From an optimization exercise on the open Yosys and OpenROAD flow, aimed at small area and a short achievable clock period; shortcuts taken in it are not production practice. Only simulation tests tie the RTL to the original design; equivalence was not proved. The flow treats the clock pin as an ideal source, which a real chip does not have.

`flow/constraint.sdc`:
```
create_clock -name core_clock -period 4.0 [get_ports {clk}]
set_input_delay 0.8000 -clock core_clock [delete_from_list [all_inputs] [get_ports {clk}]]
set_output_delay 0.8000 -clock core_clock [all_outputs]
set_load 0.01 [all_outputs]
```
`flow/flow/recover.tcl`:
```
# Area recovery after CTS: remove data-path buffers (not port buffers), then downsize
# combinational cells (never flip-flops or clock cells), one at a time, keeping each change
# only if the worst setup slack stays at or above the target and no max-slew /
# max-capacitance violation appears.
set res $::env(RES)
set target $::env(TARGET)
read_db $res/4_cts.odb
read_liberty $::env(LIB)
read_sdc $res/4_cts.sdc
source $::env(FLOW_HOME)/platforms/sky130hd/setRC.tcl
set_propagated_clock [all_clocks]
estimate_parasitics -placement
report_design_area
report_worst_slack
# never ask for more than the slack timing repair reached
set ws [expr {[sta::worst_slack_cmd max]*1e9}]
if {$ws < $target} { set target [expr {$ws - 0.005}] }
puts "recovery target slack $target"

set slew0 [sta::max_slew_violation_count]
set cap0 [sta::max_capacitance_violation_count]
proc try_remove_buffer {name target} {
  set block [ord::get_db_block]
  set dbi [$block findInst $name]
  set in_it [$dbi findITerm A]; set out_it [$dbi findITerm X]
  if {$in_it == "NULL" || $out_it == "NULL"} { return 0 }
  set nin [$in_it getNet]; set nout [$out_it getNet]
  if {$nin == "NULL" || $nout == "NULL"} { return 0 }
  if {[llength [$nout getBTerms]] > 0 || [llength [$nin getBTerms]] > 0} { return 0 }
  set loads {}
  foreach it [$nout getITerms] { if {[$it getInst] != $dbi} { lappend loads $it } }
  foreach it $loads { $it disconnect; $it connect $nin }
  estimate_parasitics -placement
  if {[sta::worst_slack_cmd max] >= $target*1e-9 && [sta::max_slew_violation_count] <= $::slew0 && [sta::max_capacitance_violation_count] <= $::cap0} {
    $in_it disconnect
    odb::dbInst_destroy $dbi
    odb::dbNet_destroy $nout
    return 1
  }
  foreach it $loads { $it disconnect; $it connect $nout }
  estimate_parasitics -placement
  return 0
}
set nb 0
foreach inst [get_cells *] {
  set lc [get_property $inst ref_name]
  if {![regexp {__buf_[0-9]+$} $lc]} continue
  set nm [get_full_name $inst]
  if {[regexp {^(input|output)} $nm]} continue
  if {[try_remove_buffer $nm $target]} { puts "removed buffer $nm"; incr nb }
}
puts "removed $nb buffers"

proc smaller_cells {name} {
  if {![regexp {^(sky130_fd_sc_hd__)(.*)_([0-9]+)$} $name -> pre base drv]} { return {} }
  set out {}
  foreach d {0 1 2 4 6 8 12 16} {
    if {$d >= $drv} break
    set c "${pre}${base}_$d"
    if {[llength [get_lib_cells -quiet */$c]] > 0} { lappend out $c }
  }
  return $out
}
set insts {}
foreach inst [get_cells *] {
  set lc [get_property $inst ref_name]
  if {[regexp {df|clkbuf|clkinv|dly|tap|fill|decap} $lc]} continue
  if {[llength [smaller_cells $lc]] == 0} continue
  lappend insts $inst
}
puts "candidates: [llength $insts]"
set n 0
foreach inst $insts {
  set lc [get_property $inst ref_name]
  foreach c [smaller_cells $lc] {
    replace_cell $inst [lindex [get_lib_cells */$c] 0]
    estimate_parasitics -placement
    if {[sta::worst_slack_cmd max] >= $target*1e-9 && [sta::max_slew_violation_count] <= $slew0 && [sta::max_capacitance_violation_count] <= $cap0} {
      puts "resized [get_full_name $inst] $lc -> $c"
      incr n
      break
    }
    replace_cell $inst [lindex [get_lib_cells */$lc] 0]
    estimate_parasitics -placement
  }
}
puts "downsized $n instances"
report_design_area
report_worst_slack
write_db $res/4_cts.odb
```
`flow/flow/run.sh`:
```
#!/bin/bash
set -euo pipefail
HERE=$(pwd)
CTS="-sink_clustering_enable -repair_clock_nets -sink_clustering_size 24 -sink_clustering_max_diameter 100 -dont_use_dummy_load"
DU="sky130_fd_sc_hd__probe_p_8 sky130_fd_sc_hd__probec_p_8 sky130_fd_sc_hd__lpflow_bleeder_1 sky130_fd_sc_hd__lpflow_clkbufkapwr_1 sky130_fd_sc_hd__lpflow_clkbufkapwr_16 sky130_fd_sc_hd__lpflow_clkbufkapwr_2 sky130_fd_sc_hd__lpflow_clkbufkapwr_4 sky130_fd_sc_hd__lpflow_clkbufkapwr_8 sky130_fd_sc_hd__lpflow_clkinvkapwr_1 sky130_fd_sc_hd__lpflow_clkinvkapwr_16 sky130_fd_sc_hd__lpflow_clkinvkapwr_2 sky130_fd_sc_hd__lpflow_clkinvkapwr_4 sky130_fd_sc_hd__lpflow_clkinvkapwr_8 sky130_fd_sc_hd__lpflow_decapkapwr_12 sky130_fd_sc_hd__lpflow_decapkapwr_3 sky130_fd_sc_hd__lpflow_decapkapwr_4 sky130_fd_sc_hd__lpflow_decapkapwr_6 sky130_fd_sc_hd__lpflow_decapkapwr_8 sky130_fd_sc_hd__lpflow_inputiso0n_1 sky130_fd_sc_hd__lpflow_inputiso0p_1 sky130_fd_sc_hd__lpflow_inputiso1n_1 sky130_fd_sc_hd__lpflow_inputiso1p_1 sky130_fd_sc_hd__lpflow_inputisolatch_1 sky130_fd_sc_hd__lpflow_isobufsrc_1 sky130_fd_sc_hd__lpflow_isobufsrc_16 sky130_fd_sc_hd__lpflow_isobufsrc_2 sky130_fd_sc_hd__lpflow_isobufsrc_4 sky130_fd_sc_hd__lpflow_isobufsrc_8 sky130_fd_sc_hd__lpflow_isobufsrckapwr_16 sky130_fd_sc_hd__lpflow_lsbuf_lh_hl_isowell_tap_1 sky130_fd_sc_hd__lpflow_lsbuf_lh_hl_isowell_tap_2 sky130_fd_sc_hd__lpflow_lsbuf_lh_hl_isowell_tap_4 sky130_fd_sc_hd__lpflow_lsbuf_lh_isowell_4 sky130_fd_sc_hd__lpflow_lsbuf_lh_isowell_tap_1 sky130_fd_sc_hd__lpflow_lsbuf_lh_isowell_tap_2 sky130_fd_sc_hd__lpflow_lsbuf_lh_isowell_tap_4 sky130_fd_sc_hd__xor2_4 sky130_fd_sc_hd__xnor2_4"
ARGS=("SKIP_INCREMENTAL_REPAIR=1" "BUFFER_PORTS_ARGS=-buffer_cell sky130_fd_sc_hd__buf_2" "CTS_ARGS=$CTS" "DONT_USE_CELLS=$DU")
bash standard.sh "${ARGS[@]}" cts > standard_cts.log 2>&1
RES=$HERE/orfs/results/sky130hd/reed_solomon_top/base
MARGIN=$(sed -n 's/^export SETUP_SLACK_MARGIN *= *//p' config.mk)
RES=$RES TARGET=$MARGIN LIB=$FLOW_HOME/platforms/sky130hd/lib/sky130_fd_sc_hd__tt_025C_1v80.lib \
  openroad -no_init -exit flow/recover.tcl > recover.log 2>&1
bash standard.sh "${ARGS[@]}" finish > standard.log 2>&1
```
`flow/design.v`:
```
module rs_xor2(input wire a, input wire b, output wire y);
    assign y = a ^ b;
endmodule
module rs_fbg(input wire x, input wire p, output wire y);
    assign y = ~(x & ~p);
endmodule
module rs_xnor2(input wire a, input wire b, output wire y);
    assign y = ~(a ^ b);
endmodule
module rs_inv(input wire a, output wire y);
    assign y = ~a;
endmodule
module rs_nand2(input wire a, input wire b, output wire y);
    assign y = ~(a & b);
endmodule
module reed_solomon_top(
    input  wire       clk,
    input  wire       rst_n,
    input  wire [7:0] data_in,
    output wire [7:0] code_out
);
    reg  [7:0] st;
    reg        po, dn;
    reg  [0:0] pz;    
    wire       at222 = (st == 8'h84);    
    wire       at254 = (st == 8'h80);    
    always @(posedge clk or negedge rst_n) begin
        if (!rst_n) begin
            st <= 8'h01;
            pz <= {1{1'b0}};
            po <= 1'b0;
            dn <= 1'b1;
        end else begin
            st <= {st[6:0], st[7] ^ st[5] ^ st[4] ^ st[3]};
            pz[0] <= at222 | (pz[0] & ~at254);
            po <= at222 | (po & ~at254);
            dn <= ~at222 & (dn | at254);
        end
    end
    reg  [255:0] rem;
    wire [255:0] nxt;
    wire [7:0] x;
    rs_xor2 fx0 (.a(data_in[0]), .b(rem[248]), .y(x[0]));
    wire fbn0_0;
    rs_fbg f0_0 (.x(x[0]), .p(pz[0]), .y(fbn0_0));
    rs_xor2 fx1 (.a(data_in[1]), .b(rem[249]), .y(x[1]));
    wire fbn1_0;
    rs_fbg f1_0 (.x(x[1]), .p(pz[0]), .y(fbn1_0));
    rs_xor2 fx2 (.a(data_in[2]), .b(rem[250]), .y(x[2]));
    wire fbn2_0;
    rs_fbg f2_0 (.x(x[2]), .p(pz[0]), .y(fbn2_0));
    rs_xor2 fx3 (.a(data_in[3]), .b(rem[251]), .y(x[3]));
    wire fbn3_0;
    rs_fbg f3_0 (.x(x[3]), .p(pz[0]), .y(fbn3_0));
    rs_xor2 fx4 (.a(data_in[4]), .b(rem[252]), .y(x[4]));
    wire fbn4_0;
    rs_fbg f4_0 (.x(x[4]), .p(pz[0]), .y(fbn4_0));
    rs_xor2 fx5 (.a(data_in[5]), .b(rem[253]), .y(x[5]));
    wire fbn5_0;
    rs_fbg f5_0 (.x(x[5]), .p(pz[0]), .y(fbn5_0));
    rs_xor2 fx6 (.a(data_in[6]), .b(rem[254]), .y(x[6]));
    wire fbn6_0;
    rs_fbg f6_0 (.x(x[6]), .p(pz[0]), .y(fbn6_0));
    rs_xor2 fx7 (.a(data_in[7]), .b(rem[255]), .y(x[7]));
    wire fbn7_0;
    rs_fbg f7_0 (.x(x[7]), .p(pz[0]), .y(fbn7_0));
    wire p03_0;
    wire p05_0;
    wire p06_0;
    wire p09_0;
    wire p0a_0;
    wire p0c_0;
    wire p11_0;
    wire p12_0;
    wire p14_0;
    wire p18_0;
    wire p22_0;
    wire p30_0;
    wire p42_0;
    wire p44_0;
    wire p48_0;
    wire p50_0;
    wire p60_0;
    wire p81_0;
    wire p82_0;
    wire p84_0;
    wire p90_0;
    wire pa0_0;
    wire p0b_0;
    wire p0e_0;
    wire p13_0;
    wire p16_0;
    wire p1b_0;
    wire p1c_0;
    wire p1d_0;
    wire p23_0;
    wire p25_0;
    wire p26_0;
    wire p27_0;
    wire p29_0;
    wire p2a_0;
    wire p2c_0;
    wire p2e_0;
    wire p31_0;
    wire p32_0;
    wire p35_0;
    wire p36_0;
    wire p38_0;
    wire p3a_0;
    wire p45_0;
    wire p47_0;
    wire p4a_0;
    wire p4c_0;
    wire p4d_0;
    wire p4e_0;
    wire p51_0;
    wire p53_0;
    wire p54_0;
    wire p55_0;
    wire p58_0;
    wire p59_0;
    wire p5a_0;
    wire p5c_0;
    wire p61_0;
    wire p62_0;
    wire p63_0;
    wire p65_0;
    wire p6a_0;
    wire p6c_0;
    wire p70_0;
    wire p71_0;
    wire p72_0;
    wire p74_0;
    wire p83_0;
    wire p85_0;
    wire p89_0;
    wire p8b_0;
    wire p8d_0;
    wire p8e_0;
    wire p91_0;
    wire p93_0;
    wire p95_0;
    wire p98_0;
    wire p99_0;
    wire pa1_0;
    wire pa2_0;
    wire pa3_0;
    wire pa5_0;
    wire pa8_0;
    wire pa9_0;
    wire paa_0;
    wire pb0_0;
    wire pb1_0;
    wire pc1_0;
    wire pc2_0;
    wire pc3_0;
    wire pc6_0;
    wire pca_0;
    wire pd1_0;
    wire pd2_0;
    wire pd4_0;
    wire pd8_0;
    wire pe1_0;
    wire pe2_0;
    wire pf0_0;
    rs_xor2 x_p03_0 (.a(fbn0_0), .b(fbn1_0), .y(p03_0));
    rs_xor2 x_p05_0 (.a(fbn0_0), .b(fbn2_0), .y(p05_0));
    rs_xor2 x_p06_0 (.a(fbn1_0), .b(fbn2_0), .y(p06_0));
    rs_xor2 x_p09_0 (.a(fbn0_0), .b(fbn3_0), .y(p09_0));
    rs_xor2 x_p0a_0 (.a(fbn1_0), .b(fbn3_0), .y(p0a_0));
    rs_xor2 x_p0c_0 (.a(fbn2_0), .b(fbn3_0), .y(p0c_0));
    rs_xor2 x_p11_0 (.a(fbn0_0), .b(fbn4_0), .y(p11_0));
    rs_xor2 x_p12_0 (.a(fbn1_0), .b(fbn4_0), .y(p12_0));
    rs_xor2 x_p14_0 (.a(fbn2_0), .b(fbn4_0), .y(p14_0));
    rs_xor2 x_p18_0 (.a(fbn3_0), .b(fbn4_0), .y(p18_0));
    rs_xor2 x_p22_0 (.a(fbn1_0), .b(fbn5_0), .y(p22_0));
    rs_xor2 x_p30_0 (.a(fbn4_0), .b(fbn5_0), .y(p30_0));
    rs_xor2 x_p42_0 (.a(fbn1_0), .b(fbn6_0), .y(p42_0));
    rs_xor2 x_p44_0 (.a(fbn2_0), .b(fbn6_0), .y(p44_0));
    rs_xor2 x_p48_0 (.a(fbn3_0), .b(fbn6_0), .y(p48_0));
    rs_xor2 x_p50_0 (.a(fbn4_0), .b(fbn6_0), .y(p50_0));
    rs_xor2 x_p60_0 (.a(fbn5_0), .b(fbn6_0), .y(p60_0));
    rs_xor2 x_p81_0 (.a(fbn0_0), .b(fbn7_0), .y(p81_0));
    rs_xor2 x_p82_0 (.a(fbn1_0), .b(fbn7_0), .y(p82_0));
    rs_xor2 x_p84_0 (.a(fbn2_0), .b(fbn7_0), .y(p84_0));
    rs_xor2 x_p90_0 (.a(fbn4_0), .b(fbn7_0), .y(p90_0));
    rs_xor2 x_pa0_0 (.a(fbn5_0), .b(fbn7_0), .y(pa0_0));
    rs_xor2 x_p0b_0 (.a(p0a_0), .b(fbn0_0), .y(p0b_0));
    rs_xor2 x_p0e_0 (.a(p0c_0), .b(fbn1_0), .y(p0e_0));
    rs_xor2 x_p13_0 (.a(p12_0), .b(fbn0_0), .y(p13_0));
    rs_xor2 x_p16_0 (.a(p14_0), .b(fbn1_0), .y(p16_0));
    rs_xor2 x_p1b_0 (.a(p03_0), .b(p18_0), .y(p1b_0));
    rs_xor2 x_p1c_0 (.a(p18_0), .b(fbn2_0), .y(p1c_0));
    rs_xor2 x_p1d_0 (.a(p05_0), .b(p18_0), .y(p1d_0));
    rs_xor2 x_p23_0 (.a(p22_0), .b(fbn0_0), .y(p23_0));
    rs_xor2 x_p25_0 (.a(p05_0), .b(fbn5_0), .y(p25_0));
    rs_xor2 x_p26_0 (.a(p22_0), .b(fbn2_0), .y(p26_0));
    rs_xor2 x_p27_0 (.a(p05_0), .b(p22_0), .y(p27_0));
    rs_xor2 x_p29_0 (.a(p09_0), .b(fbn5_0), .y(p29_0));
    rs_xor2 x_p2a_0 (.a(p22_0), .b(fbn3_0), .y(p2a_0));
    rs_xor2 x_p2c_0 (.a(p0c_0), .b(fbn5_0), .y(p2c_0));
    rs_xor2 x_p2e_0 (.a(p22_0), .b(p0c_0), .y(p2e_0));
    rs_xor2 x_p31_0 (.a(p30_0), .b(fbn0_0), .y(p31_0));
    rs_xor2 x_p32_0 (.a(p30_0), .b(fbn1_0), .y(p32_0));
    rs_xor2 x_p35_0 (.a(p05_0), .b(p30_0), .y(p35_0));
    rs_xor2 x_p36_0 (.a(p06_0), .b(p30_0), .y(p36_0));
    rs_xor2 x_p38_0 (.a(p30_0), .b(fbn3_0), .y(p38_0));
    rs_xor2 x_p3a_0 (.a(p0a_0), .b(p30_0), .y(p3a_0));
    rs_xor2 x_p45_0 (.a(p44_0), .b(fbn0_0), .y(p45_0));
    rs_xor2 x_p47_0 (.a(p03_0), .b(p44_0), .y(p47_0));
    rs_xor2 x_p4a_0 (.a(p48_0), .b(fbn1_0), .y(p4a_0));
    rs_xor2 x_p4c_0 (.a(p48_0), .b(fbn2_0), .y(p4c_0));
    rs_xor2 x_p4d_0 (.a(p05_0), .b(p48_0), .y(p4d_0));
    rs_xor2 x_p4e_0 (.a(p06_0), .b(p48_0), .y(p4e_0));
    rs_xor2 x_p51_0 (.a(p50_0), .b(fbn0_0), .y(p51_0));
    rs_xor2 x_p53_0 (.a(p03_0), .b(p50_0), .y(p53_0));
    rs_xor2 x_p54_0 (.a(p50_0), .b(fbn2_0), .y(p54_0));
    rs_xor2 x_p55_0 (.a(p05_0), .b(p50_0), .y(p55_0));
    rs_xor2 x_p58_0 (.a(p50_0), .b(fbn3_0), .y(p58_0));
    rs_xor2 x_p59_0 (.a(p09_0), .b(p50_0), .y(p59_0));
    rs_xor2 x_p5a_0 (.a(p0a_0), .b(p50_0), .y(p5a_0));
    rs_xor2 x_p5c_0 (.a(p0c_0), .b(p50_0), .y(p5c_0));
    rs_xor2 x_p61_0 (.a(p60_0), .b(fbn0_0), .y(p61_0));
    rs_xor2 x_p62_0 (.a(p60_0), .b(fbn1_0), .y(p62_0));
    rs_xor2 x_p63_0 (.a(p03_0), .b(p60_0), .y(p63_0));
    rs_xor2 x_p65_0 (.a(p05_0), .b(p60_0), .y(p65_0));
    rs_xor2 x_p6a_0 (.a(p0a_0), .b(p60_0), .y(p6a_0));
    rs_xor2 x_p6c_0 (.a(p0c_0), .b(p60_0), .y(p6c_0));
    rs_xor2 x_p70_0 (.a(p60_0), .b(fbn4_0), .y(p70_0));
    rs_xor2 x_p71_0 (.a(p11_0), .b(p60_0), .y(p71_0));
    rs_xor2 x_p72_0 (.a(p12_0), .b(p60_0), .y(p72_0));
    rs_xor2 x_p74_0 (.a(p14_0), .b(p60_0), .y(p74_0));
    rs_xor2 x_p83_0 (.a(p82_0), .b(fbn0_0), .y(p83_0));
    rs_xor2 x_p85_0 (.a(p84_0), .b(fbn0_0), .y(p85_0));
    rs_xor2 x_p89_0 (.a(p81_0), .b(fbn3_0), .y(p89_0));
    rs_xor2 x_p8b_0 (.a(p09_0), .b(p82_0), .y(p8b_0));
    rs_xor2 x_p8d_0 (.a(p09_0), .b(p84_0), .y(p8d_0));
    rs_xor2 x_p8e_0 (.a(p0a_0), .b(p84_0), .y(p8e_0));
    rs_xor2 x_p91_0 (.a(p90_0), .b(fbn0_0), .y(p91_0));
    rs_xor2 x_p93_0 (.a(p03_0), .b(p90_0), .y(p93_0));
    rs_xor2 x_p95_0 (.a(p05_0), .b(p90_0), .y(p95_0));
    rs_xor2 x_p98_0 (.a(p90_0), .b(fbn3_0), .y(p98_0));
    rs_xor2 x_p99_0 (.a(p09_0), .b(p90_0), .y(p99_0));
    rs_xor2 x_pa1_0 (.a(pa0_0), .b(fbn0_0), .y(pa1_0));
    rs_xor2 x_pa2_0 (.a(pa0_0), .b(fbn1_0), .y(pa2_0));
    rs_xor2 x_pa3_0 (.a(p03_0), .b(pa0_0), .y(pa3_0));
    rs_xor2 x_pa5_0 (.a(p05_0), .b(pa0_0), .y(pa5_0));
    rs_xor2 x_pa8_0 (.a(pa0_0), .b(fbn3_0), .y(pa8_0));
    rs_xor2 x_pa9_0 (.a(p09_0), .b(pa0_0), .y(pa9_0));
    rs_xor2 x_paa_0 (.a(p0a_0), .b(pa0_0), .y(paa_0));
    rs_xor2 x_pb0_0 (.a(pa0_0), .b(fbn4_0), .y(pb0_0));
    rs_xor2 x_pb1_0 (.a(p11_0), .b(pa0_0), .y(pb1_0));
    rs_xor2 x_pc1_0 (.a(p81_0), .b(fbn6_0), .y(pc1_0));
    rs_xor2 x_pc2_0 (.a(p82_0), .b(fbn6_0), .y(pc2_0));
    rs_xor2 x_pc3_0 (.a(p81_0), .b(p42_0), .y(pc3_0));
    rs_xor2 x_pc6_0 (.a(p42_0), .b(p84_0), .y(pc6_0));
    rs_xor2 x_pca_0 (.a(p82_0), .b(p48_0), .y(pca_0));
    rs_xor2 x_pd1_0 (.a(p81_0), .b(p50_0), .y(pd1_0));
    rs_xor2 x_pd2_0 (.a(p42_0), .b(p90_0), .y(pd2_0));
    rs_xor2 x_pd4_0 (.a(p44_0), .b(p90_0), .y(pd4_0));
    rs_xor2 x_pd8_0 (.a(p48_0), .b(p90_0), .y(pd8_0));
    rs_xor2 x_pe1_0 (.a(p81_0), .b(p60_0), .y(pe1_0));
    rs_xor2 x_pe2_0 (.a(p42_0), .b(pa0_0), .y(pe2_0));
    rs_xor2 x_pf0_0 (.a(p50_0), .b(pa0_0), .y(pf0_0));
    rs_xnor2 a_0 (.a(fbn3_0), .b(pe1_0), .y(nxt[0]));
    assign nxt[1] = pd2_0;
    assign nxt[2] = p4d_0;
    rs_xnor2 a_3 (.a(fbn0_0), .b(p72_0), .y(nxt[3]));
    rs_inv a_4 (.a(p0e_0), .y(nxt[4]));
    assign nxt[5] = p1d_0;
    assign nxt[6] = p3a_0;
    assign nxt[7] = p74_0;
    rs_xnor2 a_8 (.a(rem[0]), .b(p16_0), .y(nxt[8]));
    rs_xnor2 a_9 (.a(rem[1]), .b(p2c_0), .y(nxt[9]));
    rs_xor2 a_10 (.a(rem[2]), .b(p4e_0), .y(nxt[10]));
    rs_xor2 a_11 (.a(rem[3]), .b(p8b_0), .y(nxt[11]));
    rs_xnor2 a_12 (.a(rem[4]), .b(fbn0_0), .y(nxt[12]));
    rs_xnor2 a_13 (.a(rem[5]), .b(fbn1_0), .y(nxt[13]));
    rs_xor2 a_14 (.a(rem[6]), .b(p05_0), .y(nxt[14]));
    rs_xnor2 a_15 (.a(rem[7]), .b(p0b_0), .y(nxt[15]));
    wire t_16;
    rs_xor2 b_16 (.a(rem[8]), .b(fbn0_0), .y(t_16));
    rs_xnor2 a_16 (.a(t_16), .b(p4e_0), .y(nxt[16]));
    wire t_17;
    rs_xor2 b_17 (.a(rem[9]), .b(p06_0), .y(t_17));
    rs_xor2 a_17 (.a(t_17), .b(p99_0), .y(nxt[17]));
    rs_xor2 a_18 (.a(rem[10]), .b(p71_0), .y(nxt[18]));
    wire t_19;
    rs_xor2 b_19 (.a(rem[11]), .b(fbn2_0), .y(t_19));
    rs_xnor2 a_19 (.a(t_19), .b(pa9_0), .y(nxt[19]));
    rs_xor2 a_20 (.a(rem[12]), .b(p14_0), .y(nxt[20]));
    rs_xnor2 a_21 (.a(rem[13]), .b(p29_0), .y(nxt[21]));
    rs_xor2 a_22 (.a(rem[14]), .b(p53_0), .y(nxt[22]));
    wire t_23;
    rs_xor2 b_23 (.a(rem[15]), .b(fbn1_0), .y(t_23));
    rs_xnor2 a_23 (.a(t_23), .b(pa5_0), .y(nxt[23]));
    rs_xor2 a_24 (.a(rem[16]), .b(p30_0), .y(nxt[24]));
    rs_xor2 a_25 (.a(rem[17]), .b(p60_0), .y(nxt[25]));
    rs_xor2 a_26 (.a(rem[18]), .b(pf0_0), .y(nxt[26]));
    rs_xor2 a_27 (.a(rem[19]), .b(pd1_0), .y(nxt[27]));
    rs_xor2 a_28 (.a(rem[20]), .b(p93_0), .y(nxt[28]));
    rs_xnor2 a_29 (.a(rem[21]), .b(p26_0), .y(nxt[29]));
    rs_xnor2 a_30 (.a(rem[22]), .b(p4c_0), .y(nxt[30]));
    rs_xnor2 a_31 (.a(rem[23]), .b(p98_0), .y(nxt[31]));
    wire t_32, u_32;
    rs_xor2 c_32 (.a(rem[24]), .b(fbn6_0), .y(u_32));
    rs_xor2 b_32 (.a(u_32), .b(p84_0), .y(t_32));
    rs_xnor2 a_32 (.a(t_32), .b(p1b_0), .y(nxt[32]));
    wire t_33;
    rs_xor2 b_33 (.a(rem[25]), .b(p14_0), .y(t_33));
    rs_xor2 a_33 (.a(t_33), .b(paa_0), .y(nxt[33]));
    rs_xor2 a_34 (.a(rem[26]), .b(pa3_0), .y(nxt[34]));
    rs_xor2 a_35 (.a(rem[27]), .b(p99_0), .y(nxt[35]));
    wire t_36;
    rs_xor2 b_36 (.a(rem[28]), .b(p0c_0), .y(t_36));
    rs_xor2 a_36 (.a(t_36), .b(pe1_0), .y(nxt[36]));
    wire t_37;
    rs_xor2 b_37 (.a(rem[29]), .b(p03_0), .y(t_37));
    rs_xor2 a_37 (.a(t_37), .b(pd8_0), .y(nxt[37]));
    wire t_38;
    rs_xor2 b_38 (.a(rem[30]), .b(p06_0), .y(t_38));
    rs_xor2 a_38 (.a(t_38), .b(pb1_0), .y(nxt[38]));
    wire t_39;
    rs_xor2 b_39 (.a(rem[31]), .b(p03_0), .y(t_39));
    rs_xor2 a_39 (.a(t_39), .b(p6c_0), .y(nxt[39]));
    rs_xor2 a_40 (.a(rem[32]), .b(p6c_0), .y(nxt[40]));
    rs_xor2 a_41 (.a(rem[33]), .b(pd8_0), .y(nxt[41]));
    wire t_42;
    rs_xor2 b_42 (.a(rem[34]), .b(fbn2_0), .y(t_42));
    rs_xnor2 a_42 (.a(t_42), .b(pd8_0), .y(nxt[42]));
    wire t_43;
    rs_xor2 b_43 (.a(rem[35]), .b(fbn0_0), .y(t_43));
    rs_xnor2 a_43 (.a(t_43), .b(pd4_0), .y(nxt[43]));
    rs_xor2 a_44 (.a(rem[36]), .b(pc6_0), .y(nxt[44]));
    rs_xor2 a_45 (.a(rem[37]), .b(p8d_0), .y(nxt[45]));
    rs_xor2 a_46 (.a(rem[38]), .b(p1b_0), .y(nxt[46]));
    rs_xor2 a_47 (.a(rem[39]), .b(p36_0), .y(nxt[47]));
    rs_xor2 a_48 (.a(rem[40]), .b(pb1_0), .y(nxt[48]));
    rs_xor2 a_49 (.a(rem[41]), .b(p63_0), .y(nxt[49]));
    wire t_50;
    rs_xor2 b_50 (.a(rem[42]), .b(fbn1_0), .y(t_50));
    rs_xnor2 a_50 (.a(t_50), .b(p74_0), .y(nxt[50]));
    wire t_51;
    rs_xor2 b_51 (.a(rem[43]), .b(fbn0_0), .y(t_51));
    rs_xnor2 a_51 (.a(t_51), .b(p5c_0), .y(nxt[51]));
    rs_xnor2 a_52 (.a(rem[44]), .b(p0b_0), .y(nxt[52]));
    rs_xnor2 a_53 (.a(rem[45]), .b(p16_0), .y(nxt[53]));
    rs_xnor2 a_54 (.a(rem[46]), .b(p2c_0), .y(nxt[54]));
    rs_xnor2 a_55 (.a(rem[47]), .b(p58_0), .y(nxt[55]));
    rs_xnor2 a_56 (.a(rem[48]), .b(pa8_0), .y(nxt[56]));
    rs_xor2 a_57 (.a(rem[49]), .b(p50_0), .y(nxt[57]));
    rs_xnor2 a_58 (.a(rem[50]), .b(fbn3_0), .y(nxt[58]));
    wire t_59;
    rs_xor2 b_59 (.a(rem[51]), .b(fbn3_0), .y(t_59));
    rs_xnor2 a_59 (.a(t_59), .b(pb1_0), .y(nxt[59]));
    wire t_60;
    rs_xor2 b_60 (.a(rem[52]), .b(fbn1_0), .y(t_60));
    rs_xnor2 a_60 (.a(t_60), .b(pd8_0), .y(nxt[60]));
    wire t_61;
    rs_xor2 b_61 (.a(rem[53]), .b(fbn2_0), .y(t_61));
    rs_xnor2 a_61 (.a(t_61), .b(pb1_0), .y(nxt[61]));
    rs_xor2 a_62 (.a(rem[54]), .b(p6a_0), .y(nxt[62]));
    rs_xor2 a_63 (.a(rem[55]), .b(pd4_0), .y(nxt[63]));
    wire t_64;
    rs_xor2 b_64 (.a(rem[56]), .b(p0c_0), .y(t_64));
    rs_xor2 a_64 (.a(t_64), .b(pe1_0), .y(nxt[64]));
    wire t_65;
    rs_xor2 b_65 (.a(rem[57]), .b(p03_0), .y(t_65));
    rs_xor2 a_65 (.a(t_65), .b(pd8_0), .y(nxt[65]));
    rs_xor2 a_66 (.a(rem[58]), .b(p5a_0), .y(nxt[66]));
    rs_xor2 a_67 (.a(rem[59]), .b(p59_0), .y(nxt[67]));
    wire t_68;
    rs_xor2 b_68 (.a(rem[60]), .b(fbn1_0), .y(t_68));
    rs_xnor2 a_68 (.a(t_68), .b(p5c_0), .y(nxt[68]));
    wire t_69;
    rs_xor2 b_69 (.a(rem[61]), .b(p0c_0), .y(t_69));
    rs_xor2 a_69 (.a(t_69), .b(pb1_0), .y(nxt[69]));
    wire t_70;
    rs_xor2 b_70 (.a(rem[62]), .b(p09_0), .y(t_70));
    rs_xor2 a_70 (.a(t_70), .b(p72_0), .y(nxt[70]));
    wire t_71;
    rs_xor2 b_71 (.a(rem[63]), .b(p06_0), .y(t_71));
    rs_xor2 a_71 (.a(t_71), .b(pf0_0), .y(nxt[71]));
    rs_xor2 a_72 (.a(rem[64]), .b(p18_0), .y(nxt[72]));
    rs_xnor2 a_73 (.a(rem[65]), .b(p31_0), .y(nxt[73]));
    wire t_74;
    rs_xor2 b_74 (.a(rem[66]), .b(fbn3_0), .y(t_74));
    rs_xnor2 a_74 (.a(t_74), .b(p72_0), .y(nxt[74]));
    wire t_75;
    rs_xor2 b_75 (.a(rem[67]), .b(fbn7_0), .y(t_75));
    rs_xnor2 a_75 (.a(t_75), .b(p6c_0), .y(nxt[75]));
    rs_xnor2 a_76 (.a(rem[68]), .b(pc1_0), .y(nxt[76]));
    rs_xnor2 a_77 (.a(rem[69]), .b(p83_0), .y(nxt[77]));
    rs_xor2 a_78 (.a(rem[70]), .b(p06_0), .y(nxt[78]));
    rs_xor2 a_79 (.a(rem[71]), .b(p0c_0), .y(nxt[79]));
    wire t_80;
    rs_xor2 b_80 (.a(rem[72]), .b(p09_0), .y(t_80));
    rs_xor2 a_80 (.a(t_80), .b(pe2_0), .y(nxt[80]));
    wire t_81;
    rs_xor2 b_81 (.a(rem[73]), .b(p03_0), .y(t_81));
    rs_xor2 a_81 (.a(t_81), .b(pd4_0), .y(nxt[81]));
    rs_xor2 a_82 (.a(rem[74]), .b(p44_0), .y(nxt[82]));
    rs_xnor2 a_83 (.a(rem[75]), .b(p62_0), .y(nxt[83]));
    rs_xor2 a_84 (.a(rem[76]), .b(p2e_0), .y(nxt[84]));
    wire t_85;
    rs_xor2 b_85 (.a(rem[77]), .b(fbn0_0), .y(t_85));
    rs_xnor2 a_85 (.a(t_85), .b(p5c_0), .y(nxt[85]));
    wire t_86;
    rs_xor2 b_86 (.a(rem[78]), .b(fbn4_0), .y(t_86));
    rs_xnor2 a_86 (.a(t_86), .b(paa_0), .y(nxt[86]));
    wire t_87;
    rs_xor2 b_87 (.a(rem[79]), .b(fbn0_0), .y(t_87));
    rs_xnor2 a_87 (.a(t_87), .b(p74_0), .y(nxt[87]));
    wire t_88;
    rs_xor2 b_88 (.a(rem[80]), .b(fbn7_0), .y(t_88));
    rs_xnor2 a_88 (.a(t_88), .b(p36_0), .y(nxt[88]));
    wire t_89;
    rs_xor2 b_89 (.a(rem[81]), .b(fbn0_0), .y(t_89));
    rs_xnor2 a_89 (.a(t_89), .b(p6c_0), .y(nxt[89]));
    rs_xor2 a_90 (.a(rem[82]), .b(p6c_0), .y(nxt[90]));
    wire t_91;
    rs_xor2 b_91 (.a(rem[83]), .b(fbn1_0), .y(t_91));
    rs_xnor2 a_91 (.a(t_91), .b(p6c_0), .y(nxt[91]));
    wire t_92;
    rs_xor2 b_92 (.a(rem[84]), .b(fbn0_0), .y(t_92));
    rs_xnor2 a_92 (.a(t_92), .b(p6a_0), .y(nxt[92]));
    wire t_93;
    rs_xor2 b_93 (.a(rem[85]), .b(fbn1_0), .y(t_93));
    rs_xnor2 a_93 (.a(t_93), .b(pd4_0), .y(nxt[93]));
    wire t_94;
    rs_xor2 b_94 (.a(rem[86]), .b(fbn2_0), .y(t_94));
    rs_xnor2 a_94 (.a(t_94), .b(pa9_0), .y(nxt[94]));
    wire t_95;
    rs_xor2 b_95 (.a(rem[87]), .b(fbn0_0), .y(t_95));
    rs_xnor2 a_95 (.a(t_95), .b(p5a_0), .y(nxt[95]));
    wire t_96;
    rs_xor2 b_96 (.a(rem[88]), .b(fbn0_0), .y(t_96));
    rs_xnor2 a_96 (.a(t_96), .b(p2e_0), .y(nxt[96]));
    wire t_97;
    rs_xor2 b_97 (.a(rem[89]), .b(p03_0), .y(t_97));
    rs_xor2 a_97 (.a(t_97), .b(p5c_0), .y(nxt[97]));
    rs_xor2 a_98 (.a(rem[90]), .b(p90_0), .y(nxt[98]));
    rs_xnor2 a_99 (.a(rem[91]), .b(p0e_0), .y(nxt[99]));
    rs_xnor2 a_100 (.a(rem[92]), .b(p32_0), .y(nxt[100]));
    rs_xor2 a_101 (.a(rem[93]), .b(p65_0), .y(nxt[101]));
    wire t_102;
    rs_xor2 b_102 (.a(rem[94]), .b(fbn0_0), .y(t_102));
    rs_xnor2 a_102 (.a(t_102), .b(pca_0), .y(nxt[102]));
    wire t_103;
    rs_xor2 b_103 (.a(rem[95]), .b(fbn1_0), .y(t_103));
    rs_xnor2 a_103 (.a(t_103), .b(p95_0), .y(nxt[103]));
    rs_xor2 a_104 (.a(rem[96]), .b(p22_0), .y(nxt[104]));
    rs_xnor2 a_105 (.a(rem[97]), .b(p45_0), .y(nxt[105]));
    rs_xor2 a_106 (.a(rem[98]), .b(pa9_0), .y(nxt[106]));
    rs_xnor2 a_107 (.a(rem[99]), .b(p70_0), .y(nxt[107]));
    rs_xnor2 a_108 (.a(rem[100]), .b(pc2_0), .y(nxt[108]));
    rs_xor2 a_109 (.a(rem[101]), .b(p84_0), .y(nxt[109]));
    rs_xnor2 a_110 (.a(rem[102]), .b(fbn3_0), .y(nxt[110]));
    rs_xor2 a_111 (.a(rem[103]), .b(p11_0), .y(nxt[111]));
    wire t_112;
    rs_xor2 b_112 (.a(rem[104]), .b(fbn2_0), .y(t_112));
    rs_xnor2 a_112 (.a(t_112), .b(paa_0), .y(nxt[112]));
    rs_xor2 a_113 (.a(rem[105]), .b(p5c_0), .y(nxt[113]));
    rs_xnor2 a_114 (.a(rem[106]), .b(p16_0), .y(nxt[114]));
    rs_xor2 a_115 (.a(rem[107]), .b(p82_0), .y(nxt[115]));
    rs_xor2 a_116 (.a(rem[108]), .b(paa_0), .y(nxt[116]));
    rs_xor2 a_117 (.a(rem[109]), .b(p55_0), .y(nxt[117]));
    wire t_118;
    rs_xor2 b_118 (.a(rem[110]), .b(fbn0_0), .y(t_118));
    rs_xnor2 a_118 (.a(t_118), .b(paa_0), .y(nxt[118]));
    wire t_119;
    rs_xor2 b_119 (.a(rem[111]), .b(fbn1_0), .y(t_119));
    rs_xnor2 a_119 (.a(t_119), .b(p55_0), .y(nxt[119]));
    rs_xor2 a_120 (.a(rem[112]), .b(p12_0), .y(nxt[120]));
    rs_xnor2 a_121 (.a(rem[113]), .b(p25_0), .y(nxt[121]));
    rs_xor2 a_122 (.a(rem[114]), .b(p59_0), .y(nxt[122]));
    rs_xnor2 a_123 (.a(rem[115]), .b(pa1_0), .y(nxt[123]));
    rs_xnor2 a_124 (.a(rem[116]), .b(p51_0), .y(nxt[124]));
    rs_xnor2 a_125 (.a(rem[117]), .b(pa2_0), .y(nxt[125]));
    rs_xor2 a_126 (.a(rem[118]), .b(p44_0), .y(nxt[126]));
    rs_xnor2 a_127 (.a(rem[119]), .b(p89_0), .y(nxt[127]));
    wire t_128;
    rs_xor2 b_128 (.a(rem[120]), .b(fbn2_0), .y(t_128));
    rs_xnor2 a_128 (.a(t_128), .b(p99_0), .y(nxt[128]));
    wire t_129;
    rs_xor2 b_129 (.a(rem[121]), .b(fbn0_0), .y(t_129));
    rs_xnor2 a_129 (.a(t_129), .b(p3a_0), .y(nxt[129]));
    wire t_130;
    rs_xor2 b_130 (.a(rem[122]), .b(p09_0), .y(t_130));
    rs_xor2 a_130 (.a(t_130), .b(pe2_0), .y(nxt[130]));
    rs_xnor2 a_131 (.a(rem[123]), .b(p4a_0), .y(nxt[131]));
    rs_xor2 a_132 (.a(rem[124]), .b(p09_0), .y(nxt[132]));
    rs_xnor2 a_133 (.a(rem[125]), .b(p13_0), .y(nxt[133]));
    rs_xor2 a_134 (.a(rem[126]), .b(p27_0), .y(nxt[134]));
    rs_xor2 a_135 (.a(rem[127]), .b(p4e_0), .y(nxt[135]));
    rs_xnor2 a_136 (.a(rem[128]), .b(p61_0), .y(nxt[136]));
    rs_xnor2 a_137 (.a(rem[129]), .b(pc2_0), .y(nxt[137]));
    wire t_138;
    rs_xor2 b_138 (.a(rem[130]), .b(fbn2_0), .y(t_138));
    rs_xnor2 a_138 (.a(t_138), .b(pe1_0), .y(nxt[138]));
    wire t_139;
    rs_xor2 b_139 (.a(rem[131]), .b(fbn0_0), .y(t_139));
    rs_xnor2 a_139 (.a(t_139), .b(paa_0), .y(nxt[139]));
    rs_xor2 a_140 (.a(rem[132]), .b(p36_0), .y(nxt[140]));
    rs_xor2 a_141 (.a(rem[133]), .b(p6c_0), .y(nxt[141]));
    rs_xor2 a_142 (.a(rem[134]), .b(pd8_0), .y(nxt[142]));
    rs_xnor2 a_143 (.a(rem[135]), .b(pb0_0), .y(nxt[143]));
    rs_xor2 a_144 (.a(rem[136]), .b(p12_0), .y(nxt[144]));
    rs_xnor2 a_145 (.a(rem[137]), .b(p25_0), .y(nxt[145]));
    rs_xor2 a_146 (.a(rem[138]), .b(p59_0), .y(nxt[146]));
    rs_xnor2 a_147 (.a(rem[139]), .b(pa1_0), .y(nxt[147]));
    rs_xnor2 a_148 (.a(rem[140]), .b(p51_0), .y(nxt[148]));
    rs_xnor2 a_149 (.a(rem[141]), .b(pa2_0), .y(nxt[149]));
    rs_xor2 a_150 (.a(rem[142]), .b(p44_0), .y(nxt[150]));
    rs_xnor2 a_151 (.a(rem[143]), .b(p89_0), .y(nxt[151]));
    rs_xnor2 a_152 (.a(rem[144]), .b(fbn0_0), .y(nxt[152]));
    rs_xnor2 a_153 (.a(rem[145]), .b(fbn1_0), .y(nxt[153]));
    rs_xnor2 a_154 (.a(rem[146]), .b(fbn2_0), .y(nxt[154]));
    rs_xnor2 a_155 (.a(rem[147]), .b(fbn3_0), .y(nxt[155]));
    rs_xnor2 a_156 (.a(rem[148]), .b(fbn4_0), .y(nxt[156]));
    rs_xnor2 a_157 (.a(rem[149]), .b(fbn5_0), .y(nxt[157]));
    rs_xnor2 a_158 (.a(rem[150]), .b(fbn6_0), .y(nxt[158]));
    rs_xnor2 a_159 (.a(rem[151]), .b(fbn7_0), .y(nxt[159]));
    rs_xor2 a_160 (.a(rem[152]), .b(p4e_0), .y(nxt[160]));
    wire t_161;
    rs_xor2 b_161 (.a(rem[153]), .b(fbn2_0), .y(t_161));
    rs_xnor2 a_161 (.a(t_161), .b(p99_0), .y(nxt[161]));
    wire t_162;
    rs_xor2 b_162 (.a(rem[154]), .b(fbn0_0), .y(t_162));
    rs_xnor2 a_162 (.a(t_162), .b(p74_0), .y(nxt[162]));
    rs_xor2 a_163 (.a(rem[155]), .b(pa5_0), .y(nxt[163]));
    rs_xnor2 a_164 (.a(rem[156]), .b(fbn2_0), .y(nxt[164]));
    rs_xor2 a_165 (.a(rem[157]), .b(p09_0), .y(nxt[165]));
    rs_xnor2 a_166 (.a(rem[158]), .b(p13_0), .y(nxt[166]));
    rs_xor2 a_167 (.a(rem[159]), .b(p27_0), .y(nxt[167]));
    rs_xnor2 a_168 (.a(rem[160]), .b(p2a_0), .y(nxt[168]));
    rs_xnor2 a_169 (.a(rem[161]), .b(p54_0), .y(nxt[169]));
    rs_xnor2 a_170 (.a(rem[162]), .b(p83_0), .y(nxt[170]));
    rs_xnor2 a_171 (.a(rem[163]), .b(p2c_0), .y(nxt[171]));
    rs_xor2 a_172 (.a(rem[164]), .b(p72_0), .y(nxt[172]));
    wire t_173;
    rs_xor2 b_173 (.a(rem[165]), .b(fbn2_0), .y(t_173));
    rs_xnor2 a_173 (.a(t_173), .b(pe1_0), .y(nxt[173]));
    rs_xor2 a_174 (.a(rem[166]), .b(pca_0), .y(nxt[174]));
    rs_xor2 a_175 (.a(rem[167]), .b(p95_0), .y(nxt[175]));
    rs_xnor2 a_176 (.a(rem[168]), .b(p54_0), .y(nxt[176]));
    rs_xor2 a_177 (.a(rem[169]), .b(pa9_0), .y(nxt[177]));
    rs_xor2 a_178 (.a(rem[170]), .b(p06_0), .y(nxt[178]));
    rs_xnor2 a_179 (.a(rem[171]), .b(p58_0), .y(nxt[179]));
    wire t_180;
    rs_xor2 b_180 (.a(rem[172]), .b(fbn2_0), .y(t_180));
    rs_xnor2 a_180 (.a(t_180), .b(pe1_0), .y(nxt[180]));
    rs_xor2 a_181 (.a(rem[173]), .b(pca_0), .y(nxt[181]));
    rs_xor2 a_182 (.a(rem[174]), .b(p95_0), .y(nxt[182]));
    rs_xnor2 a_183 (.a(rem[175]), .b(p2a_0), .y(nxt[183]));
    rs_xnor2 a_184 (.a(rem[176]), .b(p29_0), .y(nxt[184]));
    rs_xor2 a_185 (.a(rem[177]), .b(p53_0), .y(nxt[185]));
    rs_xor2 a_186 (.a(rem[178]), .b(p8e_0), .y(nxt[186]));
    rs_xor2 a_187 (.a(rem[179]), .b(p35_0), .y(nxt[187]));
    rs_xor2 a_188 (.a(rem[180]), .b(p42_0), .y(nxt[188]));
    rs_xnor2 a_189 (.a(rem[181]), .b(p85_0), .y(nxt[189]));
    rs_xor2 a_190 (.a(rem[182]), .b(p0a_0), .y(nxt[190]));
    rs_xor2 a_191 (.a(rem[183]), .b(p14_0), .y(nxt[191]));
    rs_xor2 a_192 (.a(rem[184]), .b(pe1_0), .y(nxt[192]));
    rs_xor2 a_193 (.a(rem[185]), .b(pc3_0), .y(nxt[193]));
    wire t_194;
    rs_xor2 b_194 (.a(rem[186]), .b(fbn1_0), .y(t_194));
    rs_xnor2 a_194 (.a(t_194), .b(p65_0), .y(nxt[194]));
    wire t_195;
    rs_xor2 b_195 (.a(rem[187]), .b(fbn0_0), .y(t_195));
    rs_xnor2 a_195 (.a(t_195), .b(p2e_0), .y(nxt[195]));
    wire t_196;
    rs_xor2 b_196 (.a(rem[188]), .b(p14_0), .y(t_196));
    rs_xor2 a_196 (.a(t_196), .b(paa_0), .y(nxt[196]));
    wire t_197;
    rs_xor2 b_197 (.a(rem[189]), .b(fbn3_0), .y(t_197));
    rs_xnor2 a_197 (.a(t_197), .b(p74_0), .y(nxt[197]));
    wire t_198;
    rs_xor2 b_198 (.a(rem[190]), .b(fbn3_0), .y(t_198));
    rs_xnor2 a_198 (.a(t_198), .b(pf0_0), .y(nxt[198]));
    rs_xor2 a_199 (.a(rem[191]), .b(pf0_0), .y(nxt[199]));
    rs_xor2 a_200 (.a(rem[192]), .b(p8e_0), .y(nxt[200]));
    rs_xnor2 a_201 (.a(rem[193]), .b(p1c_0), .y(nxt[201]));
    wire t_202;
    rs_xor2 b_202 (.a(rem[194]), .b(fbn7_0), .y(t_202));
    rs_xnor2 a_202 (.a(t_202), .b(p36_0), .y(nxt[202]));
    wire t_203;
    rs_xor2 b_203 (.a(rem[195]), .b(fbn0_0), .y(t_203));
    rs_xnor2 a_203 (.a(t_203), .b(pe2_0), .y(nxt[203]));
    rs_xor2 a_204 (.a(rem[196]), .b(p48_0), .y(nxt[204]));
    rs_xnor2 a_205 (.a(rem[197]), .b(p91_0), .y(nxt[205]));
    rs_xnor2 a_206 (.a(rem[198]), .b(p23_0), .y(nxt[206]));
    rs_xor2 a_207 (.a(rem[199]), .b(p47_0), .y(nxt[207]));
    wire t_208;
    rs_xor2 b_208 (.a(rem[200]), .b(p0a_0), .y(t_208));
    rs_xor2 a_208 (.a(t_208), .b(p74_0), .y(nxt[208]));
    wire t_209, u_209;
    rs_xor2 c_209 (.a(rem[201]), .b(fbn7_0), .y(u_209));
    rs_xor2 b_209 (.a(u_209), .b(p60_0), .y(t_209));
    rs_xnor2 a_209 (.a(t_209), .b(p1d_0), .y(nxt[209]));
    rs_xnor2 a_210 (.a(rem[202]), .b(p85_0), .y(nxt[210]));
    rs_xor2 a_211 (.a(rem[203]), .b(p74_0), .y(nxt[211]));
    wire t_212;
    rs_xor2 b_212 (.a(rem[204]), .b(fbn1_0), .y(t_212));
    rs_xnor2 a_212 (.a(t_212), .b(p95_0), .y(nxt[212]));
    wire t_213;
    rs_xor2 b_213 (.a(rem[205]), .b(fbn0_0), .y(t_213));
    rs_xnor2 a_213 (.a(t_213), .b(p2e_0), .y(nxt[213]));
    wire t_214;
    rs_xor2 b_214 (.a(rem[206]), .b(p03_0), .y(t_214));
    rs_xor2 a_214 (.a(t_214), .b(p5c_0), .y(nxt[214]));
    wire t_215, u_215;
    rs_xor2 c_215 (.a(rem[207]), .b(fbn5_0), .y(u_215));
    rs_xor2 b_215 (.a(u_215), .b(p84_0), .y(t_215));
    rs_xnor2 a_215 (.a(t_215), .b(p1b_0), .y(nxt[215]));
    rs_xnor2 a_216 (.a(rem[208]), .b(fbn1_0), .y(nxt[216]));
    rs_xor2 a_217 (.a(rem[209]), .b(p05_0), .y(nxt[217]));
    rs_xor2 a_218 (.a(rem[210]), .b(p09_0), .y(nxt[218]));
    rs_xor2 a_219 (.a(rem[211]), .b(p11_0), .y(nxt[219]));
    rs_xnor2 a_220 (.a(rem[212]), .b(fbn5_0), .y(nxt[220]));
    rs_xnor2 a_221 (.a(rem[213]), .b(fbn6_0), .y(nxt[221]));
    rs_xnor2 a_222 (.a(rem[214]), .b(fbn7_0), .y(nxt[222]));
    rs_xnor2 a_223 (.a(rem[215]), .b(fbn0_0), .y(nxt[223]));
    rs_xor2 a_224 (.a(rem[216]), .b(p18_0), .y(nxt[224]));
    rs_xnor2 a_225 (.a(rem[217]), .b(p31_0), .y(nxt[225]));
    wire t_226;
    rs_xor2 b_226 (.a(rem[218]), .b(fbn3_0), .y(t_226));
    rs_xnor2 a_226 (.a(t_226), .b(p72_0), .y(nxt[226]));
    wire t_227;
    rs_xor2 b_227 (.a(rem[219]), .b(fbn7_0), .y(t_227));
    rs_xnor2 a_227 (.a(t_227), .b(p6c_0), .y(nxt[227]));
    rs_xnor2 a_228 (.a(rem[220]), .b(pc1_0), .y(nxt[228]));
    rs_xnor2 a_229 (.a(rem[221]), .b(p83_0), .y(nxt[229]));
    rs_xor2 a_230 (.a(rem[222]), .b(p06_0), .y(nxt[230]));
    rs_xor2 a_231 (.a(rem[223]), .b(p0c_0), .y(nxt[231]));
    rs_xor2 a_232 (.a(rem[224]), .b(p1b_0), .y(nxt[232]));
    rs_xor2 a_233 (.a(rem[225]), .b(p36_0), .y(nxt[233]));
    wire t_234;
    rs_xor2 b_234 (.a(rem[226]), .b(p03_0), .y(t_234));
    rs_xor2 a_234 (.a(t_234), .b(p74_0), .y(nxt[234]));
    wire t_235;
    rs_xor2 b_235 (.a(rem[227]), .b(p05_0), .y(t_235));
    rs_xor2 a_235 (.a(t_235), .b(pf0_0), .y(nxt[235]));
    wire t_236;
    rs_xor2 b_236 (.a(rem[228]), .b(fbn0_0), .y(t_236));
    rs_xnor2 a_236 (.a(t_236), .b(pf0_0), .y(nxt[236]));
    wire t_237;
    rs_xor2 b_237 (.a(rem[229]), .b(fbn0_0), .y(t_237));
    rs_xnor2 a_237 (.a(t_237), .b(pe2_0), .y(nxt[237]));
    rs_xor2 a_238 (.a(rem[230]), .b(pc6_0), .y(nxt[238]));
    rs_xor2 a_239 (.a(rem[231]), .b(p8d_0), .y(nxt[239]));
    rs_xor2 a_240 (.a(rem[232]), .b(p71_0), .y(nxt[240]));
    rs_xor2 a_241 (.a(rem[233]), .b(pe2_0), .y(nxt[241]));
    wire t_242;
    rs_xor2 b_242 (.a(rem[234]), .b(fbn2_0), .y(t_242));
    rs_xnor2 a_242 (.a(t_242), .b(pb1_0), .y(nxt[242]));
    rs_xor2 a_243 (.a(rem[235]), .b(p1b_0), .y(nxt[243]));
    rs_xor2 a_244 (.a(rem[236]), .b(p47_0), .y(nxt[244]));
    rs_xor2 a_245 (.a(rem[237]), .b(p8e_0), .y(nxt[245]));
    rs_xnor2 a_246 (.a(rem[238]), .b(p1c_0), .y(nxt[246]));
    rs_xnor2 a_247 (.a(rem[239]), .b(p38_0), .y(nxt[247]));
    rs_xor2 a_248 (.a(rem[240]), .b(p8e_0), .y(nxt[248]));
    rs_xnor2 a_249 (.a(rem[241]), .b(p1c_0), .y(nxt[249]));
    wire t_250;
    rs_xor2 b_250 (.a(rem[242]), .b(fbn7_0), .y(t_250));
    rs_xnor2 a_250 (.a(t_250), .b(p36_0), .y(nxt[250]));
    wire t_251;
    rs_xor2 b_251 (.a(rem[243]), .b(fbn0_0), .y(t_251));
    rs_xnor2 a_251 (.a(t_251), .b(pe2_0), .y(nxt[251]));
    rs_xor2 a_252 (.a(rem[244]), .b(p48_0), .y(nxt[252]));
    rs_xnor2 a_253 (.a(rem[245]), .b(p91_0), .y(nxt[253]));
    rs_xnor2 a_254 (.a(rem[246]), .b(p23_0), .y(nxt[254]));
    rs_xor2 a_255 (.a(rem[247]), .b(p47_0), .y(nxt[255]));
    always @(posedge clk or negedge rst_n) begin
        if (!rst_n) rem <= 256'd0;
        else        rem <= nxt;
    end
    wire [7:0] sd, sr;
    genvar g;
    generate for (g = 0; g < 8; g = g + 1) begin : omux
        rs_nand2 nd (.a(data_in[g]), .b(dn), .y(sd[g]));
        rs_nand2 nr (.a(rem[248+g]), .b(po), .y(sr[g]));
        rs_nand2 no (.a(sd[g]), .b(sr[g]), .y(code_out[g]));
    end endgenerate
endmodule
```
`flow/standard.sh`:
```
#!/bin/bash
# synth_recipe.tcl (not shown) runs the flow's synth.tcl, then flattens the netlist and writes it again
# the make line also repeats each setting of config.mk as NAME=value (left out here)
make -C /OpenROAD-flow-scripts/flow DESIGN_CONFIG=/design/flow/config.mk WORK_HOME=/design/flow/orfs CLKGATE_MAP_FILE= SYNTH_SCRIPT=/design/flow/synth_recipe.tcl "${@:-finish}"
```
`flow/config.mk`:
```
export PLATFORM = sky130hd
export DESIGN_NAME = reed_solomon_top
export DESIGN_NICKNAME = reed_solomon_top
export VERILOG_FILES = /design/flow/design.v
export SDC_FILE = /design/flow/constraint.sdc
export NUM_CORES = 4
export LEC_CHECK = 0
export CAP_MARGIN = 20
export CORE_MARGIN = 2
export CORE_UTILIZATION = 40
export CTS_CLUSTER_DIAMETER = 100
export CTS_CLUSTER_SIZE = 24
export SETUP_SLACK_MARGIN = 2.0
export SLEW_MARGIN = 20
export SYNTH_HIERARCHICAL = 1
export SYNTH_MINIMUM_KEEP_SIZE = 0
```
==> qor.yml, run 1 <==
routing:
  drt-initial-drc-count: 276
  route.vias.total: 5479
  drc: 0
  wl_um: 26100
  wl_per_cell_um: 22.0
  via_per_inst: 4.63
  drtAntennaViolNets: 0
  firstDrtPassIters: 4
status:
  status: "finished clean"
cells_and_area:
  regArea_sq_mm: 0.00669
  final_nets: 860
  antenna_cells: 0
  final_common_cell: "xor2_1"
  fill_cells: 2316
  drive_gt1_frac: 0.139
  fin_area_sq_mm: 0.0124
  most-common-layout-cells: "xor2_1, dfrtp_1, xnor2_1, xor2_2"
  multi_input_area_sq_mm: 0.00436
  syn_to_final_growth_pct: 15.2
  fin_util: 0.471
die:
  die_h_um: 168
  row_count: 59
  core-area_sq_mm: 0.0262
  fp.dieW_um: 168
  start_util: 0.409
  ios: 18
  die_area_sq_mm: 0.0281
synth:
  ys_ff_latch: 267
  yosys-top-cells-area: "dfrtp_1, xor2_1, xnor2_1, nand2_1, dfstp_2"
  synth_cells: 745
  synth_top_area_frac: 0.618
  synth_warnings: 7
  yosysSeqAreaShare: 0.623
  synth_area_sq_mm: 0.0107
  synth_nets: 755
  syn_avg_cell_area_sq_um: 14.4
  yosysTopAreaCell: "dfrtp_1"
  ys_types: 11
place:
  dp_slack_ns: 0.712
  port_buffers: 17
  hpwl_um: 16500
  place_congestion: 0.845
  postPlaceCellArea_sq_mm: 0.0119
setup_path:
  rrSetupSlack_ns: 1.77
  cp.arrival_ns: 2.60
  end_kind: "flip-flop"
  critical_path.max_fanout: 11
  cp.required_ns: 4.36
  path_class: "input port to flip-flop"
  worstSetupStartpointType: "input port"
clock_network:
  cts_tree: "done"
  cts.reportedPaths.clkPinSlew_ns: 0.09
  cts_buffer_depth: 3
  clock_latency_ns: 0.49
  numCtsBuffers: 15
  postCtsSetupRepairBufs: 101
  cts_resized: 29
  hold_buffers: 0
  cts_sinks: 267
  root_buffer: "clkbuf_16"
  htreeDepth: 1
timing:
  min_period_ns: 2.25
  hold_viol_final: 0
  slew_headroom: 0.0526
  setup_violations: 0
  slew_violations: 0
  fmax_mhz: 445
  tns_ns: 0
  final.setup.worst_slack_ns: 1.75
  finalClockSkew_ns: 0.0522
  finalCritPeriodShare: 0.562
  tightest_slew_ns: 1.42
global_routing:
  grt_use_met2: 0.314
  grt_pass1_wl_um: 40000
  grt_use_total: 0.194
  overflow: 0
  grt_util_met3: 0.0267
  grt.busiest_layer: "met2"
  met1_usage: 0.275
  antenna_found_initial: 1
  first_global_vias: 6190
  grt_max_degree: 188
hold_path:
  hp-class: "flip-flop to flip-flop"
flow_run:
  drv_cap: 0
==> final cells by class <==
class	instances	area share
tap	335	0.0339
clock buffer	15	0.0304
timing repair buffer	84	0.0408
inverter	2	0.000608
multi-input combinational	480	0.353
sequential	267	0.541
==> Yosys cell counts <==
library cell / count
dfrtp_1: 265
dfstp_2: 2
inv_1: 2
mux2_2: 2
mux2i_1: 1
nand2_1: 25
nand2b_1: 8
nor3b_1: 1
nor4_2: 1
xnor2_1: 136
xor2_1: 302
==> worst max-delay path, stage by stage <==
cell	delay, ns
buf_2	0.12
xor2_2	0.22
buf_2	0.21
buf_1	0.23
nand2b_1	0.51
xor2_1	0.34
xnor2_1	0.17
==> kinds of logic (layout without fill, tap and decap cells) <==
logic type / after synthesis / after routing / synth area share
XOR/XNOR: 438 / 438 / 0.358
buffers and inverters: 2 / 101 / 0.000700
flip-flops: 267 / 267 / 0.623
multiplexers: 3 / 3 / 0.00303
AND/OR/NAND/NOR: 35 / 39 / 0.0153
==> metal layers <==
metal  share of wire  vias up
li1                -     2430
met1            0.45     2931
met3           0.035       33
met4           0.031        0
met5               0        -
met2            0.48       85
==> stage by stage <==
| step | hold WS, ns | cells |
|---|---|---|
| after floorplan | 0.373 | 745 |
| after global placement | 0.379 | 1122 |
| after detailed placement | 0.394 | 1122 |
| after CTS | 0.356 | 1242 |
| after global routing | 0.390 | 1183 |
| final | 0.393 | 1183 |
==> Yosys stat by module (local to each module, per instance) <==
module	area (sq um)	cells	copies in the design	flip-flops and latches
rs_xnor2	8.76	1	134	0
rs_xor2	8.76	1	301	0
rs_inv	3.75	1	1	0
reed_solomon_top	6770	277	1	267
rs_nand2	3.75	1	24	0
rs_fbg	6.26	1	8	0
==> flip-flops by register name (all words and copies together), names as in the netlist <==
name	flops
rem	256
st	8
dn	1
po	1
pz	1
==> path summary, 6_finish.rpt <==
kind                                  from       end  depth (start not counted)
worst max-delay path            data_in[2]   rem[61]                          7
worst min-delay path              rem[157]  rem[165]                          1
worst max register to register    rem[250]   rem[61]                          6
worst min register to register    rem[157]  rem[165]                          1
max in group asynchronous            rst_n  rem[202]                          2
min in group asynchronous            rst_n        po                          1
==> run 2: changes to the inputs <==
--- a/flow/config.mk
+++ b/flow/config.mk
@@ -12,3 +12,3 @@
 export CTS_CLUSTER_SIZE = 24
-export SETUP_SLACK_MARGIN = 2.0
+export SETUP_SLACK_MARGIN = 1.8
 export SLEW_MARGIN = 20
==> qor.yml, run 2 <==
status:
  status: "finished clean"
place:
  dpl.cell_count: 1119  # -0.27%
  place_congestion: 0.800  # -5.3%
  port_buffers: 17  # unchanged
  hpwl_um: 16500  # about the same
routing:
  drc: 0  # unchanged
  wl_um: 25400  # -2.4%
  via_per_inst: 4.56  # -1.6%
  drtAntennaViolNets: 0  # unchanged
  wl_per_cell_um: 21.5  # -2.5%
  firstDrtPassIters: 4  # unchanged
  route.vias.total: 5401  # -1.4%
  drt-initial-drc-count: 404  # +46%
synth:
  ys_ff_latch: 267  # unchanged
  yosysTopAreaCell: "dfrtp_1"
  synth_top_area_frac: 0.618  # unchanged
  synth.top_cells.by_count: "xor2_1, dfrtp_1, xnor2_1, nand2_1, nand2b_1"
  synth_nets: 755  # unchanged
  yosys-top-cells-area: "dfrtp_1, xor2_1, xnor2_1, nand2_1, dfstp_2"
  synth-edff-count: 0  # unchanged
  synth-main-ff-cell: "dfrtp_1"
  synth_warnings: 7  # unchanged
  async_flop_share: 1.00  # unchanged
  synth_cells: 745  # unchanged
  ys_types: 11  # unchanged
  synth_area_sq_mm: 0.0107  # unchanged
  syn_avg_cell_area_sq_um: 14.4  # unchanged
  yosysSeqAreaShare: 0.623  # unchanged
  yosysMostFrequentCell: "xor2_1"
timing:
  tightest_slew_ns: 1.21  # -0.211 ns
  hold_viol_final: 0  # unchanged
  finalCritPeriodShare: 0.560  # -0.00138
  slew_headroom: 0.193  # +0.141
  slew_violations: 0  # unchanged
  setup_violations: 0  # unchanged
  fmax_mhz: 446  # +0.25%
  finalClockSkew_ns: 0.0576  # +0.00535 ns
  tns_ns: 0  # unchanged
  min_period_ns: 2.24  # -0.00551 ns
clock_network:
  cts_tree: "done"
  cts_sinks: 267  # unchanged
  cts_resized: 5  # -83%
  cts_buffer_depth: 3  # unchanged
  postCtsSetupRepairBufs: 74  # -27%
  hold_buffers: 0  # unchanged
  htreeDepth: 1  # unchanged
  clock_latency_ns: 0.50  # about the same
  numCtsBuffers: 15  # unchanged
  cts.reportedPaths.clkPinSlew_ns: 0.10  # about the same
  root_buffer: "clkbuf_16"
global_routing:
  first_global_vias: 6027  # -2.6%
  overflow: 0  # unchanged
  grt_max_degree: 167  # -11%
  antenna_found_initial: 0  # -1
  grt_use_total: 0.191  # -0.00313
  grt_pass1_wl_um: 39500  # -1.4%
setup_path:
  worstSetupStartpointType: "flip-flop"
  cp.arrival_ns: 2.60  # about the same
  critical_path.max_fanout: 12  # +1
  end_kind: "flip-flop"
  startpoint: "pz"
  cp.required_ns: 4.36  # about the same
  path_class: "flip-flop to flip-flop"
  r2r-start: "pz"
cells_and_area:
  regMostFlops: "rem"
  largest_register_ffs: 256  # unchanged
  final_common_cell: "xor2_1"
  fill_cells: 2291  # -1.1%
  antenna_cells: 0  # unchanged
  syn_to_final_growth_pct: 15.0
  final_nets: 862  # +0.23%
  largestRegisters: "rem x256, st x8"
  most-common-layout-cells: "xor2_1, dfrtp_1, xnor2_1, xor2_2, buf_2"
  drive_gt1_frac: 0.138  # -0.00150
  stdcell_count: 1185  # +0.17%
die:
  die_area_sq_mm: 0.0281  # unchanged
  fp.dieW_um: 168  # unchanged
  start_util: 0.409  # unchanged
  die_h_um: 168  # unchanged
  row_count: 59  # unchanged
  core-area_sq_mm: 0.0262  # unchanged
  ios: 18  # unchanged
hold_path:
  hp-class: "flip-flop to flip-flop"
  worstHoldStart: "rem[129]"
flow_run:
  drv_cap: 0  # unchanged
-- run 2: cell counts after synthesis --
No cell type changed its count.
-- run 2: kinds of logic (layout without fill, tap and decap cells) --
family | Yosys count | after routing | share of synthesized area
xor gates and xnor gates | 438 | 438 | 0.358
DFF | 267 | 267 | 0.623
and+or+nand+nor | 35 | 38 | 0.0153
muxes | 3 | 3 | 0.00303
buffers and inverters | 2 | 104 | 0.000700
-- run 2: per-stage QoR --
stage / setup slack (ns) / cell area (sq um) / hold slack (ns) / utilization
global route: 1.64 / 12300 / 0.376 / 0.470
floorplan: 1.34 / 11100 / 0.373 / -
finish: 1.76 / 12300 / 0.374 / 0.470
detailed placement: 0.625 / 11800 / 0.390 / 0.452
global placement: 0.669 / 11800 / 0.378 / 0.452
CTS: 1.79 / 12900 / 0.360 / 0.494
-- run 2: layout make-up --
class,count,area (sq um),area share
Clock buffer,15,375,0.0304
Inverter,2,7.51,0.000609
Multi-Input combinational cell,479,4360,0.353
Sequential cell,267,6690,0.542
Tap cell,335,419,0.0340
Timing Repair Buffer,87,487,0.0395
-- run 2: final timing paths --
kind	cells after the start	slack, ns	end
worst max-delay path	5	1.76	rem[62]
worst min-delay path	1	0.37	rem[137]
worst max register to register	5	1.76	rem[62]
worst min register to register	1	0.37	rem[137]
max in group asynchronous	2	2.01	rem[129]
min in group asynchronous	1	0.53	rem[255]
-- run 2: worst max-delay path: stages, from the launching register on --
cell,delay [ns]
dfrtp_2,0.55
nand2b_4,0.38
xor2_2,0.20
buf_2,0.24
xor2_1,0.40
xor2_1,0.33
-- run 2: routing by layer --
metal | global-route usage | vias to the layer above | wire [um]
li1 | - | 2444 | -
met1 | 0.266 | 2829 | 11600
met2 | 0.311 | 93 | 12100
met3 | 0.0324 | 35 | 1170
met4 | 0.0529 | 0 | 604
met5 | 0 | - | 0
-- run 2: per-module statistics from Yosys (local to each module, per instance) --
module | copies in the design | flops+latches
rs_inv | 1 | 0
reed_solomon_top | 1 | 267
rs_xor2 | 301 | 0
rs_nand2 | 24 | 0
rs_xnor2 | 134 | 0
rs_fbg | 8 | 0

==> static timing again, ports no longer ideal <==
The results above use ideal ports. As a check the final layouts listed here were re-extracted and re-timed, cells and wires unchanged. Step 1 sets driving cells, clkbuf_16 on the clock port and buf_2 on the other inputs (assumed; they add their load-dependent delay and slew). Step 2 also shifts input and output timing later by t, the mid clock arrival at the registers, as if the neighbouring blocks saw the same clock. a / b / c = ideal ports / drivers / drivers and shift; a / b = the first two.
run | t, ns | slack for setup (ns) | worst setup path after step 2
run 1 | 0.510 | 1.753 / 1.759 / 1.269 | input to register
run 2 | 0.520 | 1.759 / 1.749 / 1.261 | input to register
After both steps every run listed still meets setup and hold. The setup slack of run 2, which loses most, moves by -0.010 ns with the drivers and by -0.498 ns with both steps.
